Context: an optimization exercise on an open-source flow, tuned for small area. The choices shown serve that exercise and are no tape-out recipe.
The RTL was checked by simulation tests, not by an equivalence proof against the original design.
Power figures rest on the tool's default switching activity, not on a simulated workload.

## axi_dfm_v1_0
module axi_dfm_v1_0(
    input logic s_axi_aclk,
    input logic s_axi_aresetn,
    input  logic [31:0] s_axi_awaddr,
    input  logic        s_axi_awvalid,
    output logic        s_axi_awready,
    input  logic [31:0] s_axi_wdata,
    input  logic        s_axi_wvalid,
    output logic        s_axi_wready,
    output logic s_axi_bvalid,
    input  logic s_axi_bready,
    input  logic [31:0] s_axi_araddr,
    input  logic        s_axi_arvalid,
    output logic        s_axi_arready,
    output logic [31:0] s_axi_rdata,
    output logic        s_axi_rvalid,
    input  logic        s_axi_rready,
    input  logic signal_in,
    output logic signal_done
);
Size: ~1,500 cells after synthesis, ~410 flip-flops, ~16,000 µm² of cells after synthesis.
==> module axi_dfm_v1_0, before the edit <==
module axi_dfm_v1_0(
    input logic s_axi_aclk,
    input logic s_axi_aresetn,
    input  logic [31:0] s_axi_awaddr,
    input  logic        s_axi_awvalid,
    output logic        s_axi_awready,
    input  logic [31:0] s_axi_wdata,
    input  logic        s_axi_wvalid,
    output logic        s_axi_wready,
    output logic s_axi_bvalid,
    input  logic s_axi_bready,
    input  logic [31:0] s_axi_araddr,
    input  logic        s_axi_arvalid,
    output logic        s_axi_arready,
    output logic [31:0] s_axi_rdata,
    output logic        s_axi_rvalid,
    input  logic        s_axi_rready,
    input  logic signal_in,
    output logic signal_done
);
localparam int W = 16;
logic [4:0] gate_en;
logic [4:0] gate_sync;
logic [W-1:0] gate_shift;
logic [W-1:0] gate_total;
logic         sig_clk_p;
logic     [4:0] raw_wr_en;
logic [2*W-1:0] raw_wr_data[5];
logic           reg_wr_en;
logic [2*W-1:0] reg_wr_data;
logic [2*W-1:0] reg_rd_data;
logic           wr_valid;
logic           rd_valid;
logic  [W-1:0] rdata;
assign s_axi_awready = s_axi_aresetn && s_axi_awvalid && (!s_axi_bvalid || s_axi_bready);
assign s_axi_wready  = s_axi_aresetn && s_axi_wvalid  && (!s_axi_bvalid || s_axi_bready);
assign s_axi_arready = s_axi_aresetn && s_axi_arvalid && (!s_axi_rvalid || s_axi_rready);
assign s_axi_rdata = {{(32-W){1'b0}}, rdata};
assign signal_done = reg_wr_en;
always_ff @(posedge s_axi_aclk or negedge s_axi_aresetn)
begin
    if (!s_axi_aresetn) begin
        gate_shift <= {W{1'b0}};
        gate_total <= {W{1'b0}};
        rd_valid <= 1'b0;
        s_axi_bvalid <= 1'b0;
        s_axi_rvalid <= 1'b0;
    end else begin
        if (s_axi_awready) begin
            case (s_axi_awaddr[7:0])
                8'h00:
                    gate_shift <= s_axi_wdata[W-1:0];
                8'h04:
                    gate_total <= s_axi_wdata[W-1:0];
                default:
                    rd_valid <= wr_valid;
            endcase
        end
        s_axi_bvalid <= (s_axi_bvalid & ~s_axi_bready) | s_axi_awready;
        s_axi_rvalid <= (s_axi_rvalid & ~s_axi_rready) | s_axi_arready;
    end
end
always_ff @(posedge s_axi_aclk)
begin
    if (s_axi_awready && s_axi_awaddr[7:0] != 8'h00 && s_axi_awaddr[7:0] != 8'h04)
        reg_rd_data <= reg_wr_data;
end
logic rd_ld;
logic rd_00, rd_04, rd_08, rd_0c;
assign rd_ld = !s_axi_rvalid || s_axi_rready;
assign rd_00 = rd_ld && s_axi_araddr[7:0] == 8'h00;
assign rd_04 = rd_ld && s_axi_araddr[7:0] == 8'h04;
assign rd_08 = rd_ld && s_axi_araddr[7:0] == 8'h08 && rd_valid;
assign rd_0c = rd_ld && s_axi_araddr[7:0] == 8'h0C && rd_valid;
always_ff @(posedge s_axi_aclk)
begin
    rdata <= ({W{rd_00}} & gate_shift)
           | ({W{rd_04}} & gate_total)
           | ({W{rd_08}} & reg_rd_data[W-1:0])
           | ({W{rd_0c}} & reg_rd_data[2*W-1:W])
           | ({W{!rd_ld}} & rdata);
end
data_syn sig_clk_syn(
    .clk_i(s_axi_aclk),
    .rst_n_i(s_axi_aresetn),
    .data_i(signal_in),
    .pos_edge_o(sig_clk_p)
);
startup #(.W(W)) startup(
    .clk_i(s_axi_aclk),
    .rst_n_i(s_axi_aresetn),
    .gate_sync_i(gate_sync),
    .gate_shift_i(gate_shift),
    .gate_en_o(gate_en)
);
genvar i;
generate
    for (i = 0; i < 5; i = i + 1) begin: measure_block
        measure #(.W(W)) measure(
            .clk_i(s_axi_aclk),
            .rst_n_i(s_axi_aresetn),
            .sig_clk_p_i(sig_clk_p),
            .gate_en_i(gate_en[i]),
            .gate_total_i(gate_total),
            .reg_wr_en_o(raw_wr_en[i]),
            .reg_wr_data_o(raw_wr_data[i]),
            .gate_sync_o(gate_sync[i])
        );
    end
endgenerate
logic           wr_one;
logic [2*W-1:0] wr_data;
always_comb
begin
    wr_data = {(2*W){1'b0}};
    for (int k = 0; k < 5; k = k + 1)
        wr_data = wr_data | (raw_wr_data[k] & {(2*W){raw_wr_en[k] & wr_one}});
end
logic wr_multi;
assign wr_multi = (raw_wr_en[0] & (|raw_wr_en[4:1])) | (raw_wr_en[1] & (|raw_wr_en[4:2]))
                | (raw_wr_en[2] & (|raw_wr_en[4:3])) | (raw_wr_en[3] & raw_wr_en[4]);
always_ff @(posedge s_axi_aclk or negedge s_axi_aresetn)
begin
    if (!s_axi_aresetn) begin
        reg_wr_en <= 1'b0;
        wr_valid  <= 1'b0;
    end else begin
        reg_wr_en <= |raw_wr_en;
        if (wr_one)
            wr_valid <= 1'b1;
    end
end
assign wr_one = (|raw_wr_en) && !wr_multi;
always_ff @(posedge s_axi_aclk)
begin
    reg_wr_data <= wr_data | (reg_wr_data & {(2*W){!wr_one}});
end
endmodule
==> flow/config.mk <==
export PLATFORM = sky130hd
export DESIGN_NAME = axi_dfm_v1_0
export DESIGN_NICKNAME = axi_dfm_v1_0
export VERILOG_FILES = /design/flow/design.v
export SDC_FILE = /design/flow/constraint.sdc
export NUM_CORES = 4
export LEC_CHECK = 0
export CAP_MARGIN = 20
export CORE_MARGIN = 2
export CORE_UTILIZATION = 65
export PLACE_DENSITY = 0.8
export SLEW_MARGIN = 20
==> flow/constraint.sdc <==
create_clock -name core_clock -period 5.0 [get_ports {s_axi_aclk}]
set_input_delay 1.0000 -clock core_clock [delete_from_list [all_inputs] [get_ports {s_axi_aclk}]]
set_output_delay 1.0000 -clock core_clock [all_outputs]
set_load 0.01 [all_outputs]
standard.sh (not shown) runs the stock make flow with config.mk's settings and CLKGATE_MAP_FILE= SYNTH_SCRIPT=/design/flow/synth_recipe.tcl, a recipe that flattens the netlist after the stock synthesis.
==> flow/flow/run.sh <==
#!/bin/bash
# Standard ORFS layout, except: an area-oriented ABC mapping script in synthesis
# (registers are mapped before ABC runs, so they are the standard synthesis's),
# no half/full-adder cell extraction (ABC maps the adders with the rest),
# smaller port buffers, and a clock tree without dummy loads.
set -euo pipefail
F=$(pwd)/flow
export MY_ABC_SCRIPT=$F/area.script
export BUFFER_PORTS_ARGS="-buffer_cell sky130_fd_sc_hd__buf_1"
export CTS_ARGS="-sink_clustering_enable -repair_clock_nets -dont_use_dummy_load $(cat $F/cts_args.txt)"
bash standard.sh SYNTH_SCRIPT=$F/my_synth.tcl ADDER_MAP_FILE= finish > flow_make.log 2>&1
==> flow/flow/area.script <==
&get -n
&st
&dch -f
&nf -a -R 1000
&put
==> flow/flow/cts_args.txt <==
-sink_clustering_size 30 -sink_clustering_max_diameter 100
==> flow/flow/my_synth.tcl <==
proc synth {args} { yosys synth -nofsm -noshare {*}$args }
set fh [open $::env(SCRIPTS_DIR)/synth.tcl]
set body [read $fh]
close $fh
set old {log_cmd abc {*}$abc_args}
set new {set abc_args [lreplace $abc_args 1 1 $::env(MY_ABC_SCRIPT)]; log_cmd abc {*}$abc_args}
if {[string first $old $body] < 0} { error "abc call not found" }
set body [string map [list $old $new] $body]
eval $body
# left out here: clear keep_hierarchy, flatten, clean up, hide names made inside functions, write 1_2_yosys.v
==> next run, changes <==
--- a/flow/design.v
+++ b/flow/design.v
@@ -206,26 +206,28 @@
 end
 always_ff @(posedge s_axi_aclk)
 begin
     if (s_axi_awready && s_axi_awaddr[7:0] != 8'h00 && s_axi_awaddr[7:0] != 8'h04)
         reg_rd_data <= reg_wr_data;
 end
-logic rd_ld;
-logic rd_00, rd_04, rd_08, rd_0c;
-assign rd_ld = !s_axi_rvalid || s_axi_rready;
-assign rd_00 = rd_ld && s_axi_araddr[7:0] == 8'h00;
-assign rd_04 = rd_ld && s_axi_araddr[7:0] == 8'h04;
-assign rd_08 = rd_ld && s_axi_araddr[7:0] == 8'h08 && rd_valid;
-assign rd_0c = rd_ld && s_axi_araddr[7:0] == 8'h0C && rd_valid;
 always_ff @(posedge s_axi_aclk)
 begin
-    rdata <= ({W{rd_00}} & gate_shift)
-           | ({W{rd_04}} & gate_total)
-           | ({W{rd_08}} & reg_rd_data[W-1:0])
-           | ({W{rd_0c}} & reg_rd_data[2*W-1:W])
-           | ({W{!rd_ld}} & rdata);
+    if (!s_axi_rvalid || s_axi_rready) begin
+        case (s_axi_araddr[7:0])
+            8'h00:
+                rdata <= gate_shift;
+            8'h04:
+                rdata <= gate_total;
+            8'h08:
+                rdata <= rd_valid ? reg_rd_data[W-1:0] : {W{1'b0}};
+            8'h0C:
+                rdata <= rd_valid ? reg_rd_data[2*W-1:W] : {W{1'b0}};
+            default:
+                rdata <= {W{1'b0}};
+        endcase
+    end
 end
 data_syn sig_clk_syn(
     .clk_i(s_axi_aclk),
     .rst_n_i(s_axi_aresetn),
     .data_i(signal_in),
     .pos_edge_o(sig_clk_p)
@@ -249,34 +251,33 @@
             .reg_wr_en_o(raw_wr_en[i]),
             .reg_wr_data_o(raw_wr_data[i]),
             .gate_sync_o(gate_sync[i])
         );
     end
 endgenerate
-logic           wr_one;
 logic [2*W-1:0] wr_data;
 always_comb
 begin
     wr_data = {(2*W){1'b0}};
     for (int k = 0; k < 5; k = k + 1)
-        wr_data = wr_data | (raw_wr_data[k] & {(2*W){raw_wr_en[k] & wr_one}});
+        wr_data = wr_data | (raw_wr_data[k] & {(2*W){raw_wr_en[k]}});
 end
 logic wr_multi;
 assign wr_multi = (raw_wr_en[0] & (|raw_wr_en[4:1])) | (raw_wr_en[1] & (|raw_wr_en[4:2]))
                 | (raw_wr_en[2] & (|raw_wr_en[4:3])) | (raw_wr_en[3] & raw_wr_en[4]);
 always_ff @(posedge s_axi_aclk or negedge s_axi_aresetn)
 begin
     if (!s_axi_aresetn) begin
         reg_wr_en <= 1'b0;
         wr_valid  <= 1'b0;
     end else begin
         reg_wr_en <= |raw_wr_en;
-        if (wr_one)
+        if ((|raw_wr_en) && !wr_multi)
             wr_valid <= 1'b1;
     end
 end
-assign wr_one = (|raw_wr_en) && !wr_multi;
 always_ff @(posedge s_axi_aclk)
 begin
-    reg_wr_data <= wr_data | (reg_wr_data & {(2*W){!wr_one}});
-end
-endmodule
+    if ((|raw_wr_en) && !wr_multi)
+        reg_wr_data <= wr_data;
+end
+endmodule
Final area climbs by a few percent.
Combinational power drops by a few percent.
Count of clock-buffer cells in the layout is unchanged.
Worst hold slack hardly moves.
Cell count is about the same.
Critical path depth does not change.
Total power climbs by a few percent.
Via count drops by a few percent.
Register-to-register slack improves by 240 ps.

[static timing again, ports no longer ideal]
The flow's constraints put no driver on any port. The routed layouts listed below were extracted and timed again, unchanged, in two steps.
Step 1 sets driving cells, clkbuf_16 on the clock port and buf_2 on the other inputs (assumed; they add their load-dependent delay and slew).
Step 2, shift: input delay + t, output delay - t, t = (earliest + latest rising clock arrival at the registers) / 2. This alone moves slack from input paths to output paths.
Three values: no drivers, after step 1, after step 2; two values: the first two.
run | t (ns) | setup WS [ns] | worst setup path after step 2 | clock arrival spread, ns | worst slew at a driven data input, ns
the first run | 0.554 | 1.208 / 1.208 / 1.208 | register to register | 0.037 / 0.037 | 0.05
the second run | 0.561 | 1.450 / 1.450 / 1.450 | register to register | 0.041 / 0.041 | 0.05
After both steps setup and hold are still met in every run listed.
